Context: an optimization exercise on an open-source flow, tuned for small area. The choices shown serve that exercise and are no tape-out recipe. Function was checked by simulation only, so behaviour that the tests miss may differ from the original. No activity file was given, so power comes from the tool's default toggle rates. No driver is modelled on the clock port, so clocking that relies on it looks cheaper here than on a real chip.

## max_pooling2x2
module max_pooling2x2 
	#(	parameter DATA_WIDTH = 32,
		parameter IMAGE_WIDTH = 28)
	(	clk,
		rst_n,
		i_valid,
		i_data,
		o_data,
		o_valid
	);
input 							clk;
input 							rst_n;
input 							i_valid;
input 	[DATA_WIDTH-1:0] 	i_data;
output 	[DATA_WIDTH-1:0] 	o_data;
output 							o_valid;
localparam NB = IMAGE_WIDTH/2;
wire col_odd, row_odd;
lines_buffer_maxpool #(.IMAGE_WIDTH(IMAGE_WIDTH)) Position (
	.clk(clk), .rst_n(rst_n), .i_valid(i_valid),
	.col_odd(col_odd), .row_odd(row_odd), .o_valid(o_valid));
reg [DATA_WIDTH-1:0] R [0:NB-1];
wire take;
max_fp_2input #(.DATA_WIDTH(DATA_WIDTH)) Max (take, R[NB-1], R[0], ~col_odd, col_odd, i_data);
wire pick_new = col_odd | ~row_odd | take;
wire load0 = i_valid & (~col_odd | take);
wire shift = i_valid & ~col_odd;
wire [DATA_WIDTH-1:0] next0;
genvar k;
generate
	for (k = 0; k < DATA_WIDTH; k = k + 1) begin : in_mux
		mux2_cell Sel (.a0(R[NB-1][k]), .a1(i_data[k]), .s0(~pick_new), .s1(pick_new), .y(next0[k]));
	end
endgenerate
  ...
export LEC_CHECK = 0
export CAP_MARGIN = 0
export CORE_MARGIN = 2
export CORE_UTILIZATION = 70
export SLEW_MARGIN = 0
export SYNTH_HIERARCHICAL = 1
export SYNTH_MINIMUM_KEEP_SIZE = 0
create_clock -name core_clock -period 30.0 [get_ports {clk}]
standard.sh (not shown) runs the stock make flow with config.mk's settings and CLKGATE_MAP_FILE= SYNTH_SCRIPT=/design/flow/synth_recipe.tcl, a recipe that flattens the netlist after the stock synthesis.
==> flow/flow/run.sh <==
#!/bin/bash
# Own layout flow: the standard synthesis, then every combinational cell
# set to its smallest drive strength (placement repair sizes up what needs
# it), then the standard layout with minimum-size port buffers and a
# clock tree built from fewer, larger clusters.
set -euo pipefail
LIB=$FLOW_HOME/platforms/$FLOW_PLATFORM/lib/sky130_fd_sc_hd__tt_025C_1v80.lib
RES=orfs/results/$FLOW_PLATFORM/max_pooling2x2/base

bash standard.sh synth > synth.log 2>&1
python3 flow/downsize.py "$LIB" $RES/1_2_yosys.v > downsize.log 2>&1

export BUFFER_PORTS_ARGS="-buffer_cell sky130_fd_sc_hd__buf_1"
export CTS_ARGS="-sink_clustering_enable -repair_clock_nets -sink_clustering_size 40 -sink_clustering_max_diameter 60 -buf_list sky130_fd_sc_hd__buf_16 -sink_clustering_buffer sky130_fd_sc_hd__buf_16 -tree_buf sky130_fd_sc_hd__clkbuf_4 -root_buf sky130_fd_sc_hd__clkbuf_4 -dont_use_dummy_load"
bash standard.sh finish > layout.log 2>&1
Other scripts of this flow, unchanged in this note and not shown: flow/flow/downsize.py
The first run produced a clean layout.
==> next run, changes <==
--- a/flow/flow/run.sh
+++ b/flow/flow/run.sh
@@ -13,3 +13,3 @@
 export BUFFER_PORTS_ARGS="-buffer_cell sky130_fd_sc_hd__buf_1"
-export CTS_ARGS="-sink_clustering_enable -repair_clock_nets -sink_clustering_size 40 -sink_clustering_max_diameter 60 -buf_list sky130_fd_sc_hd__buf_16 -sink_clustering_buffer sky130_fd_sc_hd__buf_16 -tree_buf sky130_fd_sc_hd__clkbuf_4 -root_buf sky130_fd_sc_hd__clkbuf_4 -dont_use_dummy_load"
+export CTS_ARGS="-sink_clustering_enable -repair_clock_nets -sink_clustering_size 33 -sink_clustering_max_diameter 100 -buf_list sky130_fd_sc_hd__buf_12 -sink_clustering_buffer sky130_fd_sc_hd__buf_12 -tree_buf sky130_fd_sc_hd__clkbuf_4 -root_buf sky130_fd_sc_hd__clkbuf_4 -dont_use_dummy_load"
 bash standard.sh finish > layout.log 2>&1
What happened:
- clock skew is lower by 0.066 ns
- synthesized cell count does not change
- non-clock buffer count is unchanged
- die area stays the same
- total power is lower by 5.8%
- worst setup slack degrades by 0.070 ns
- maximum frequency is lower by 0.37%
- area after synthesis does not change
- first-iteration DRC count is lower by 21%
- register-to-register slack improves by 0.12 ns
- combinational power stays flat
==> next run, changes <==
--- a/flow/flow/run.sh
+++ b/flow/flow/run.sh
@@ -13,3 +13,3 @@
 export BUFFER_PORTS_ARGS="-buffer_cell sky130_fd_sc_hd__buf_1"
-export CTS_ARGS="-sink_clustering_enable -repair_clock_nets -sink_clustering_size 33 -sink_clustering_max_diameter 100 -buf_list sky130_fd_sc_hd__buf_12 -sink_clustering_buffer sky130_fd_sc_hd__buf_12 -tree_buf sky130_fd_sc_hd__clkbuf_4 -root_buf sky130_fd_sc_hd__clkbuf_4 -dont_use_dummy_load"
+export CTS_ARGS="-sink_clustering_enable -repair_clock_nets -sink_clustering_size 34 -sink_clustering_max_diameter 50 -buf_list sky130_fd_sc_hd__buf_12 -sink_clustering_buffer sky130_fd_sc_hd__buf_12 -tree_buf sky130_fd_sc_hd__clkbuf_4 -root_buf sky130_fd_sc_hd__clkbuf_4 -dont_use_dummy_load"
 bash standard.sh finish > layout.log 2>&1
=> Worst setup slack is worse by 0.072 ns. Core utilization is higher by 1.6 points. Hold slack is worse by 0.013 ns. Routed wire length is higher by 8.4%. Cell area is higher by 2.1%. First-iteration DRC count is higher by 16%. Register-to-register slack is worse by 0.08 ns.
==> next run, changes <==
--- a/flow/flow/run.sh
+++ b/flow/flow/run.sh
@@ -13,3 +13,3 @@
 export BUFFER_PORTS_ARGS="-buffer_cell sky130_fd_sc_hd__buf_1"
-export CTS_ARGS="-sink_clustering_enable -repair_clock_nets -sink_clustering_size 34 -sink_clustering_max_diameter 50 -buf_list sky130_fd_sc_hd__buf_12 -sink_clustering_buffer sky130_fd_sc_hd__buf_12 -tree_buf sky130_fd_sc_hd__clkbuf_4 -root_buf sky130_fd_sc_hd__clkbuf_4 -dont_use_dummy_load"
+export CTS_ARGS="-sink_clustering_enable -repair_clock_nets -sink_clustering_size 30 -sink_clustering_max_diameter 100 -buf_list sky130_fd_sc_hd__buf_12 -sink_clustering_buffer sky130_fd_sc_hd__buf_12 -tree_buf sky130_fd_sc_hd__clkbuf_4 -root_buf sky130_fd_sc_hd__clkbuf_4 -dont_use_dummy_load"
 bash standard.sh finish > layout.log 2>&1
The new run produced a clean layout.
Clock-buffer cell count went down by 16.
Critical path depth does not change.
Die area is unchanged.
Final area drops by about 1.8%.
Non-clock buffer count is unchanged.
Area after synthesis does not change.
Register-to-register slack gets better by 0.06 ns.
Maximum frequency went up by about 0.4%.
Total power goes down by about 7%.
Utilization decreases by 1.4 points.
Routed wire length is lower by about 7%.

==> static timing again, ports no longer ideal <==
The results above use ideal ports. As a check the final layouts listed here were re-extracted and re-timed, cells and wires unchanged.
Step 1, drivers: a clkbuf_16 drives clk and a buf_2 each remaining input, both assumed.
Step 2 times the ports against the registers' clock, not the clock port: input delays grow and output delays shrink by t, the midpoint of the rising clock arrivals with the driver on.
Slacks: ideal ports / drivers / drivers and shift; pairs: ideal ports / drivers.
run	t, ns	setup WS [ns]	slew at the worst register clock pin (ns)	worst slew at a driven data input, ns
the first run	0.861	11.492 / 11.485 / 10.624	0.13 / 0.13	0.08
the second run	0.714	11.423 / 11.419 / 10.705	0.12 / 0.12	0.07
the third run	0.738	11.351 / 11.346 / 10.608	0.10 / 0.10	0.09
the fourth run	0.701	11.429 / 11.407 / 10.706	0.11 / 0.11	0.08
After both steps setup and hold are still met in every run listed. For the first run, which loses most, drivers alone change the setup slack by -0.007 ns; drivers and shift together by -0.868 ns.
